This design comes from an exercise in tuning for small area on the open sky130 flow, not from production work.
Where RTL was checked, it was by simulation tests only, not by an equivalence proof against the original.
Power is estimated from default activity; no workload was simulated.

==> inputs of job 4163 <==
// top
module top(
			clk, rst, data_in, data1, data2,
			lut_q_R0, lut_q_R1, lut_q_R2, lut_q_R3,
			lut_q_L0, lut_q_L1, lut_q_L2, lut_q_L3,
			lut_q_U0, lut_q_U1, lut_q_U2, lut_q_U3,
			lut_q_D0, lut_q_D1, lut_q_D2, lut_q_D3,
			out_valid,
			en,
			addr,
			out1, out2, out3, out4,
			addr1, addr2,
			lut_wen, lut_da, lut_db,
			lut_a_R0, lut_a_R1, lut_a_R2, lut_a_R3,
			lut_a_L0, lut_a_L1, lut_a_L2, lut_a_L3,
			lut_a_U0, lut_a_U1, lut_a_U2, lut_a_U3,
			lut_a_D0, lut_a_D1, lut_a_D2, lut_a_D3
			);
export LEC_CHECK = 0
export ABC_AREA = 1
export CAP_MARGIN = 20
export CORE_MARGIN = 2
export CORE_UTILIZATION = 50
export SLEW_MARGIN = 20
export SYNTH_HIERARCHICAL = 1
export SYNTH_MINIMUM_KEEP_SIZE = 0
create_clock -name core_clock -period 12.0 [get_ports {clk}]
standard.sh (not shown) runs the stock make flow with config.mk's settings and CLKGATE_MAP_FILE= SYNTH_SCRIPT=/design/flow/synth_recipe.tcl, a recipe that flattens the netlist after the stock synthesis.
==> flow/flow/run.sh <==
#!/bin/bash
# Standard layout, with the ports buffered by the smallest buffer and a
# clock tree built without dummy loads from mid-size clock buffers.
set -euo pipefail
export BUFFER_PORTS_ARGS="-buffer_cell sky130_fd_sc_hd__buf_1"
export CTS_ARGS="-sink_clustering_enable -repair_clock_nets -dont_use_dummy_load -buf_list {sky130_fd_sc_hd__clkbuf_8} -sink_clustering_size 20 -sink_clustering_max_diameter 60"
bash standard.sh > flow.log 2>&1
==> inputs of job 6455, as changes to job 4163 <==
Settings changed: ABC_AREA 1 to not set.
==> results.txt <==
| quantity | job 4163 | job 6455 |
|---|---|---|
| Outcome | complete, no violations | complete, no violations |
| Initial cell density of the core | 50.3% | 50.4% |
| Met2 track utilization from global routing | 41.5% | 40.5% |
| Sequential cell area share | 56.7% | 58.6% |
| P_sw | 11.9 mW | 5.85 mW |
| Final Instance Area | 0.119 mm2 | 0.115 mm2 |
| Post-route minimum period | 11.43 ns | 11.64 ns |
| Leakage | 47.9 nW | 41.8 nW |
| Cell internal pwr | 18.6 mW | 14.6 mW |
| Layout multi-input combinational cell count | 4052 | 3182 |
| Register-to-register setup slack | 0.57 ns | 0.36 ns |
| Count of cell instances traversed by the critical path | 35 | 32 |
| Clock distribution area overhead in the final layout | 2.26% | 2.41% |
| Part of the power in combinational logic | 47.8% | 22.3% |
| Total detailed-routing wirelength | 335000 um | 304000 um |
| Overall global routing resource usage | 29.8% | 28.0% |
| R2R Path Start | chain[1611]$_DFF_P_ | chain[1625]$_DFF_P_ |
| Crit-path slowest cell | nand2_2 | xnor3_2 |
| Multi-input combinational cell area | 0.0363 mm2 | 0.0356 mm2 |
| Worst reg2reg endpoint | p1[4]$_DFF_P_ | p2[2]$_DFF_P_ |
| Mean area per synthesized cell | 12.4 um2 | 14.8 um2 |
| Met3 Routed Length | 37800 um | 30200 um |
| Clock power frac | 14.5% | 22.2% |
| Largest net degree at the start of global routing | 83 | 82 |

---

==> inputs of run R <==
top, a different RTL version from the one above (not shown whole).
==> module srl_weights, before the edit <==
module srl_weights(input [2:0] fx, input [2:0] fy, input [2:0] fz, output [12:0] w);
  wire [2:0] mx1 = (fx > fy) ? fx : fy;
  wire [2:0] mn1 = (fx > fy) ? fy : fx;
  wire [2:0] mx = (mx1 > fz) ? mx1 : fz;
  wire [2:0] r = (mx1 > fz) ? fz : mx1;
  wire [2:0] md = (mn1 > r) ? mn1 : r;
  wire [2:0] mn = (mn1 > r) ? r : mn1;
  wire [2:0] a0 = ~mx;
  wire [2:0] w1 = mx - md;
  wire [2:0] w2 = md - mn;
  wire [2:0] w3 = mn;
  assign w = {1'b0, w3[2], w2[2], w1[2], a0[2], w3[1], w2[1], w1[1], a0[1], w3[0], w2[0], w1[0], a0[0]};
endmodule
export LEC_CHECK = 0
export CAP_MARGIN = 20
export CORE_MARGIN = 2
export CORE_UTILIZATION = 50
export SLEW_MARGIN = 20
export SYNTH_HIERARCHICAL = 1
export SYNTH_MINIMUM_KEEP_SIZE = 0
create_clock -name core_clock -period 12.0 [get_ports {clk}]
run.sh (not shown) runs the stock make flow with config.mk's settings and CLKGATE_MAP_FILE= SYNTH_SCRIPT=/design/flow/synth_recipe.tcl, a recipe that flattens the netlist after the stock synthesis.
Stock flow here: none of the scripts above is used.
==> run M (differences from run R) <==
--- a/flow/design.v
+++ b/flow/design.v
@@ -327,15 +327,19 @@
   assign co = a & b;
 endmodule
 module srl_weights(input [2:0] fx, input [2:0] fy, input [2:0] fz, output [12:0] w);
-  wire [2:0] mx1 = (fx > fy) ? fx : fy;
-  wire [2:0] mn1 = (fx > fy) ? fy : fx;
-  wire [2:0] mx = (mx1 > fz) ? mx1 : fz;
-  wire [2:0] r = (mx1 > fz) ? fz : mx1;
-  wire [2:0] md = (mn1 > r) ? mn1 : r;
-  wire [2:0] mn = (mn1 > r) ? r : mn1;
+  wire gxy = (fx[2] & ~fy[2]) | (~(fx[2] ^ fy[2]) & ((fx[1] & ~fy[1]) | (~(fx[1] ^ fy[1]) & fx[0] & ~fy[0])));
+  wire gyz = (fy[2] & ~fz[2]) | (~(fy[2] ^ fz[2]) & ((fy[1] & ~fz[1]) | (~(fy[1] ^ fz[1]) & fy[0] & ~fz[0])));
+  wire gxz = (fx[2] & ~fz[2]) | (~(fx[2] ^ fz[2]) & ((fx[1] & ~fz[1]) | (~(fx[1] ^ fz[1]) & fx[0] & ~fz[0])));
+  wire [2:0] mx = gxy ? (gxz ? fx : fz) : (gyz ? fy : fz);
+  wire [2:0] mn = gxy ? (gyz ? fz : fy) : (gxz ? fz : fx);
+  wire [2:0] md = gxy ? (gyz ? fy : (gxz ? fz : fx)) : (gxz ? fx : (gyz ? fz : fy));
+  wire b11 = ~mx[0] & md[0];
+  wire b12 = (~mx[1] & md[1]) | (~(mx[1] ^ md[1]) & b11);
+  wire [2:0] w1 = {mx[2] ^ md[2] ^ b12, mx[1] ^ md[1] ^ b11, mx[0] ^ md[0]};
+  wire b21 = ~md[0] & mn[0];
+  wire b22 = (~md[1] & mn[1]) | (~(md[1] ^ mn[1]) & b21);
+  wire [2:0] w2 = {md[2] ^ mn[2] ^ b22, md[1] ^ mn[1] ^ b21, md[0] ^ mn[0]};
   wire [2:0] a0 = ~mx;
-  wire [2:0] w1 = mx - md;
-  wire [2:0] w2 = md - mn;
   wire [2:0] w3 = mn;
   assign w = {1'b0, w3[2], w2[2], w1[2], a0[2], w3[1], w2[1], w1[1], a0[1], w3[0], w2[0], w1[0], a0[0]};
 endmodule
==> flow/flow/run.sh (new file) <==
#!/bin/bash
# Standard layout, with the ports buffered by the smallest buffer and a
# clock tree built without dummy loads from mid-size clock buffers.
set -euo pipefail
export BUFFER_PORTS_ARGS="-buffer_cell sky130_fd_sc_hd__buf_1"
export CTS_ARGS="-sink_clustering_enable -repair_clock_nets -dont_use_dummy_load -buf_list {sky130_fd_sc_hd__clkbuf_8}"
bash standard.sh > flow.log 2>&1
==> flow/standard.sh (new file) <==
#!/bin/bash
# synth_recipe.tcl (not shown) runs the flow's synth.tcl, then flattens the netlist and writes it again
# the make line also repeats each setting of config.mk as NAME=value (left out here)
make -C /OpenROAD-flow-scripts/flow DESIGN_CONFIG=/design/flow/config.mk WORK_HOME=/design/flow/orfs CLKGATE_MAP_FILE= SYNTH_SCRIPT=/design/flow/synth_recipe.tcl "${@:-finish}"
removed: flow/run.sh
==> comparison <==
- Between run R and run M, the lower synthesized cell count is in run M (gap about 1%, measured against run M).
- Run M produced a clean layout. Run R produced a clean layout.
- Flip-flop and latch count is the same in run R and run M.
- In run M the global-route usage is lower than in run R, by 0.70 points.
- Sequential share of layout area: run M is higher than run R (5.2 points).
No functional check of the RTL was part of any run of this note.

static timing again, ports no longer ideal:
The flow's constraints put no driver on any port. The routed layouts listed below were extracted and timed again, unchanged, in two steps. Step 1 (the two cells are an assumption about what drives the block):
set clk [get_ports {clk}]
set_driving_cell -lib_cell sky130_fd_sc_hd__clkbuf_16 $clk
set_driving_cell -lib_cell sky130_fd_sc_hd__buf_2 [delete_from_list [all_inputs] $clk]
Step 2 adds t to the input delays and takes it off the output delays; t is the mean of the earliest and latest rising clock arrival at the registers after step 1. Input paths then give back, and output paths get back, about the clock's delay inside the block. Three values: ideal, step 1, step 2; two values: the first two.
| run | t, ns | setup slack, ns | clock arrival spread, ns |
|---|---|---|---|
| job 4163 | 0.998 | 0.568 / 0.568 / 0.568 | 0.179 / 0.179 |
| job 6455 | 1.021 | 0.361 / 0.361 / 0.361 | 0.157 / 0.156 |
| run R | 0.968 | 0.338 / 0.338 / 0.338 | 0.147 / 0.147 |
| run M | 1.050 | 0.475 / 0.475 / 0.475 | 0.240 / 0.240 |
After both steps every run listed still meets setup and hold.
